Context: an optimization exercise on an open-source flow, tuned for small area, a short achievable clock period and few clock cycles. The choices shown serve that exercise and are no tape-out recipe.
No activity file was given, so power comes from the tool's default toggle rates.

// ATCONV
module  ATCONV(
	input		clk,
	input		reset,
	output	reg	busy,
	input		ready,
	output reg	[11:0]	iaddr,
	input signed [12:0]	idata,
	output	reg 	cwr,
	output  reg	[11:0]	caddr_wr,
	output reg 	[12:0] 	cdata_wr,
	output	 	crd,
	output 	[11:0] 	caddr_rd,
	input 	[12:0] 	cdata_rd,
	output reg 	csel
	);
For scale: ~210 flip-flops, ~82 I/O pins, about 9600 um^2 of cells after synthesis.
export LEC_CHECK = 0
export CAP_MARGIN = 20
export CORE_MARGIN = 2
export CORE_UTILIZATION = 40
export PLACE_DENSITY = 0.6
export SETUP_SLACK_MARGIN = 2.6
export SLEW_MARGIN = 20
create_clock -name core_clock -period 5.0 [get_ports {clk}]
run.sh (not shown) runs the stock make flow with config.mk's settings and CLKGATE_MAP_FILE= SYNTH_SCRIPT=/design/flow/synth_recipe.tcl, a recipe that flattens the netlist after the stock synthesis.
The starting point finished clean.
Change:
==> flow/flow/run.sh (new file) <==
#!/bin/bash
# The standard layout (the standard.sh and its synthesis script), with two
# changes: adders are left to ABC as plain logic instead of being mapped to
# full-adder cells first (ADDER_MAP_FILE empty), and the port buffers are
# plain buf_2 cells.
export ADDER_MAP_FILE=
export BUFFER_PORTS_ARGS="-buffer_cell sky130_fd_sc_hd__buf_2"
bash standard.sh > standard.log 2>&1
==> flow/standard.sh (new file) <==
#!/bin/bash
# synth_recipe.tcl (not shown) runs the flow's synth.tcl, then flattens the netlist and writes it again
# the make line also repeats each setting of config.mk as NAME=value (left out here)
make -C /OpenROAD-flow-scripts/flow DESIGN_CONFIG=/design/flow/config.mk WORK_HOME=/design/flow/orfs CLKGATE_MAP_FILE= SYNTH_SCRIPT=/design/flow/synth_recipe.tcl "${@:-finish}"
SETUP_SLACK_MARGIN = 2.7   (was 2.6)
removed: flow/run.sh
Final area went up by 2.1%.
Worst setup slack is worse by 0.053 ns.
Sequential share of layout area went down by 1.1 points.
Routed wire length went up by 14%.
Non-clock buffer count went up by 38.
Hold slack is worse by 0.0079 ns.
No run of this note included a check of the RTL's function; only the layout flow was run.


Setup of before:
The RTL this note starts from:
==> flow/design.v <==
`timescale 1ns/10ps
module  ATCONV(
	input		clk,
	input		reset,
	output	reg	busy,
	input		ready,
	output reg	[11:0]	iaddr,
	input signed [12:0]	idata,
	output	reg 	cwr,
	output  reg	[11:0]	caddr_wr,
	output reg 	[12:0] 	cdata_wr,
	output	 	crd,
	output 	[11:0] 	caddr_rd,
	input 	[12:0] 	cdata_rd,
	output reg 	csel
	);
assign crd = 1'b0;
assign caddr_rd = 12'd0;
localparam [12:0] BIAS = 13'h1FF4;    
localparam [12:0] NBIAS = 13'h000C;   
reg        done;        
reg        ending;      
reg  [5:0] bi;          
reg        g;           
reg        p0, p1, p2;  
reg        vm1;         
reg        c_fl;        
wire [5:0] x = iaddr[5:0];
reg  [12:0] din;         
wire hold = reset | ~busy & ~ready;
wire       col_end = p2 & g;                       
wire       row_end = col_end & ~vm1 & (x == 6'd63);
wire [4:0] bip = bi[4:0] + 5'd1;
wire [4:0] bim = bi[4:0] - 5'd1;
wire       vm1_n = row_end | vm1 & ~col_end;
wire [5:0] x_n = (col_end & ~vm1) ? x + 6'd1 : x;   
wire [5:0] row_n = p0 ? {bi[4:0], g} :
                   p1 ? ((bi[4:0] == 5'd31) ? 6'd63 : {bip, g}) :
                   row_end ? {bi[4:0], 1'b0} :
                   (bi[4:0] == 5'd0) ? 6'd0 : {bim, ~g};
always @(posedge clk) begin
	if (hold) begin
		bi <= 6'd0;
		g <= 1'b0;
		p0 <= 1'b1; p1 <= 1'b0; p2 <= 1'b0;
		vm1 <= 1'b1;
		c_fl <= 1'b1;
		iaddr <= 12'd0;
	end else begin
		if (row_end) bi <= {bi[5] | (&bi[4:0]), bip};
		if (p2) g <= ~g;
		p0 <= p2; p1 <= p0; p2 <= p1;
		vm1 <= vm1_n;
		c_fl <= vm1_n | (x_n == 6'd0);
		iaddr <= {row_n, x_n};
	end
end
always @(posedge clk) begin
	if (reset) begin
		busy <= 1'b0;
		done <= 1'b0;
	end else begin
		if (~busy & ~done & ready) busy <= 1'b1;
		if (ending) begin
			busy <= 1'b0;
			done <= 1'b1;
		end
	end
end
reg f_valid, f_valid2;
always @(posedge clk) begin
	if (reset) begin
		f_valid <= 1'b0;
		f_valid2 <= 1'b0;
	end else begin
		f_valid <= c_fl ? (bi != 6'd0) : ~(~vm1 & (x == 6'd1));
		f_valid2 <= f_valid;
	end
end
reg [12:7] din_h;
reg        fl_lo, fl_hi;
always @(posedge clk) begin
	din <= idata;
	din_h <= din[12:7];
	fl_lo <= c_fl;
	fl_hi <= fl_lo;
end
reg  [11:0] sf0, sf1, sf2, sf3;
wire [12:0] sx1 = {1'b1, sf1};
wire [12:0] sx3 = {1'b1, sf3};
reg  [12:0] pf0, pf1, pf2, pf3;
reg  [11:0] acc_s;
reg  [12:0] acc_c, acc_o;
reg         cy_s, cy_c, cy_o;   
wire [12:0] sterm = p2 ? {2'b0, din[12:2]} : {4'b0, din[12:4]};
wire [12:0] nsterm = ~sterm;
wire [12:0] cterm = p2 ? din : ~{3'b0, din[12:3]};
wire [12:0] left  = fl_lo ? sx3 : sx1;
wire [12:0] o_add = ~fl_lo ? nsterm :
                    p1 ? (vm1 ? sx3 : sx1) :
                    p2 ? NBIAS : 13'd0;
wire [12:0] dh      = {din_h, 7'd0};
wire [12:0] sterm_h = p0 ? {2'b0, dh[12:2]} : {4'b0, dh[12:4]};
wire [12:0] nsterm_h = ~sterm_h;
wire [12:0] cterm_h = p0 ? dh : ~{3'b0, dh[12:3]};
wire [12:0] left_h  = fl_hi ? sx3 : sx1;
wire [12:0] o_add_h = ~fl_hi ? nsterm_h :
                      p2 ? (vm1 ? sx3 : sx1) : 13'd0;
function [7:0] add7;
	input [6:0] a, b;
	input       ci;
	reg   [6:0] p, gg, pp;
	integer     k, i, j;
	begin
		p  = a ^ b;
		gg = a & b;
		gg[0] = gg[0] | (p[0] & ci);
		pp = p;
		for (k = 0; k < 3; k = k + 1)
			for (i = 0; i < 7; i = i + 1)
				if (i[k]) begin
					j = ((i >> k) << k) - 1;
					gg[i] = gg[i] | (pp[i] & gg[j]);
					pp[i] = pp[i] & pp[j];
				end
		add7 = {gg[6], p ^ {gg[5:0], ci}};
	end
endfunction
function [5:0] add6;
	input [5:0] a, b;
	input       ci;
	reg   [5:0] p, gg, pp;
	integer     k, i, j;
	begin
		p  = a ^ b;
		gg = a & b;
		gg[0] = gg[0] | (p[0] & ci);
		pp = p;
		for (k = 0; k < 3; k = k + 1)
			for (i = 0; i < 6; i = i + 1)
				if (i[k]) begin
					j = ((i >> k) << k) - 1;
					gg[i] = gg[i] | (pp[i] & gg[j]);
					pp[i] = pp[i] & pp[j];
				end
		add6 = p ^ {gg[4:0], ci};
	end
endfunction
wire [7:0] s_lo = add7(p1 ? BIAS[6:0] : acc_s[6:0], nsterm[6:0], 1'b1);
wire [7:0] c_lo = add7(p1 ? left[6:0] : acc_c[6:0], cterm[6:0], ~p2);
wire [7:0] o_lo = add7(p1 ? pf1[6:0] : acc_o[6:0], o_add[6:0], ~fl_lo);
wire [4:0] s_hi = (p2 ? BIAS[11:7] : acc_s[11:7]) + nsterm_h[11:7] + {4'd0, cy_s};
wire [5:0] c_hi = add6(p2 ? left_h[12:7] : acc_c[12:7], cterm_h[12:7], cy_c);
wire [5:0] o_hi = add6(p2 ? pf1[12:7] : acc_o[12:7], o_add_h[12:7], cy_o);
always @(posedge clk) begin
	{cy_s, acc_s[6:0]} <= s_lo;
	{cy_c, acc_c[6:0]} <= c_lo;
	{cy_o, acc_o[6:0]} <= o_lo;
	acc_s[11:7] <= s_hi;
	acc_c[12:7] <= c_hi;
	acc_o[12:7] <= o_hi;
end
wire finish = busy & p1;
wire finish_h = busy & p2;
always @(posedge clk) begin
	if (finish) begin
		sf0[6:0] <= sf1[6:0]; sf1[6:0] <= sf2[6:0]; sf2[6:0] <= sf3[6:0]; sf3[6:0] <= acc_s[6:0];
		pf0[6:0] <= pf1[6:0]; pf1[6:0] <= pf2[6:0]; pf2[6:0] <= pf3[6:0]; pf3[6:0] <= acc_c[6:0];
	end
	if (finish_h) begin
		sf0[11:7] <= sf1[11:7]; sf1[11:7] <= sf2[11:7]; sf2[11:7] <= sf3[11:7]; sf3[11:7] <= acc_s[11:7];
		pf0[12:7] <= pf1[12:7]; pf1[12:7] <= pf2[12:7]; pf2[12:7] <= pf3[12:7]; pf3[12:7] <= acc_c[12:7];
	end
end
reg  [8:0]  mr;            
reg         wr0_h, l1;
wire        wr0 = finish & f_valid2 & ~ending;
wire [11:0] l0v = acc_o[12] ? 12'd0 : {acc_o[11:7], cdata_wr[6:0]};
always @(posedge clk) begin
	if (reset) begin
		cwr <= 1'b0;
		csel <= 1'b1;
		caddr_wr <= 12'h3FF;
		wr0_h <= 1'b0;
		l1 <= 1'b0;
		ending <= 1'b0;
	end else begin
		wr0_h <= wr0;
		l1 <= wr0_h & ~csel & ~caddr_wr[6] & caddr_wr[0];
		cwr <= wr0_h | l1;
		if (wr0)
			cdata_wr[6:0] <= acc_o[6:0];
		if (wr0_h) begin
			cdata_wr <= {1'b0, l0v};
			csel <= 1'b0;
			if (csel)
				caddr_wr <= {caddr_wr[9:5] + {4'd0, &caddr_wr[4:0]}, 1'b0, caddr_wr[4:0] + 5'd1, 1'b0};
			else if (~caddr_wr[6])
				caddr_wr[6] <= 1'b1;
			else begin
				caddr_wr[6] <= 1'b0;
				caddr_wr[0] <= 1'b1;
			end
		end else if (l1) begin
			cdata_wr <= {mr, 4'd0};
			csel <= 1'b1;
			caddr_wr <= {2'b00, caddr_wr[11:7], caddr_wr[5:1]};
			if ((&caddr_wr[11:7]) & (&caddr_wr[5:1])) ending <= 1'b1;
		end
	end
end
always @(posedge clk) begin
	if (wr0_h & (csel | ({1'b0, l0v} > {mr, 4'd0})))
		mr <= {1'b0, l0v[11:4]} + {8'd0, l0v[3:0] != 4'd0};
end
endmodule
export LEC_CHECK = 0
export CAP_MARGIN = 20
export CORE_MARGIN = 2
export CORE_UTILIZATION = 40
export PLACE_DENSITY = 0.6
export SETUP_SLACK_MARGIN = 2.9
export SLEW_MARGIN = 20
create_clock -name core_clock -period 5.0 [get_ports {clk}]
standard.sh (not shown) runs the stock make flow with config.mk's settings and CLKGATE_MAP_FILE= SYNTH_SCRIPT=/design/flow/synth_recipe.tcl, a recipe that flattens the netlist after the stock synthesis.
==> flow/flow/run.sh <==
#!/bin/bash
# The standard layout (the standard.sh: its synthesis, floorplan, power
# grid, placement, clock tree and routing, unchanged), except that the input
# and output port buffers are plain buf_1 cells instead of the delay cells that
# buffer_ports picks by default. The whole flow's output goes to standard.log.
export BUFFER_PORTS_ARGS="-buffer_cell sky130_fd_sc_hd__buf_1"
bash standard.sh > standard.log 2>&1
The following lists how after was set up differently from before:
- changing SETUP_SLACK_MARGIN from 2.9 to 2.65
Notes after the runs:
- after vs before: wire length of the first global-routing pass down
- Per the comparison of after with before, power consumption picked up an extra 0.000024 W, fraction of area in clock buffers and inverters picked up an extra 1.7 points, cell total after placement neither gained nor lost much.
- after: footprint of the flip-flops and latches is about 0.8% lower than what before reported.
- Summary — clock power, after relative to before: higher, by about 18%.
- Routed wire length, before and after: smaller value in after
- As of after, cell-internal power had risen by a few percent compared to before.
- Number of inverters outside the clock class in the layout: after vs before identical
- Final critical-path share of the clock period: after higher than before
- Comparing synthesis-to-finish area growth for before and after, the smaller number came from after.
No functional check of the RTL was part of any run of this note.

==> what the ideal ports hide <==
The flow's constraints put no driver on any port. The routed layouts listed below were extracted and timed again, unchanged, in two steps.
Step 1 sets driving cells, clkbuf_16 on the clock port and buf_2 on the other inputs (assumed; they add their load-dependent delay and slew).
Step 2, shift: input delay + t, output delay - t, t = (earliest + latest rising clock arrival at the registers) / 2. This alone moves slack from input paths to output paths.
Slacks: ideal / step 1 / step 2; pairs: ideal / step 1.
run | t, ns | setup WS [ns] | hold slack, ns | worst setup path after step 2 | worst slew at a driven data input, ns
the first run of note 1 | 0.550 | 2.486 / 2.486 / 2.162 | 0.334 / 0.334 / 0.334 | input to register | 0.03
the second run of note 1 | 0.552 | 2.433 / 2.433 / 2.433 | 0.327 / 0.327 / 0.327 | register to register | 0.05
before | 0.548 | 2.592 / 2.592 / 2.542 | 0.330 / 0.330 / 0.330 | input to register | 0.05
after | 0.550 | 2.555 / 2.555 / 2.523 | 0.326 / 0.326 / 0.326 | input to register | 0.03
After both steps every run listed still meets setup and hold. For the first run of note 1, which loses most, drivers alone change the setup slack by 0.000 ns; drivers and shift together by -0.324 ns.
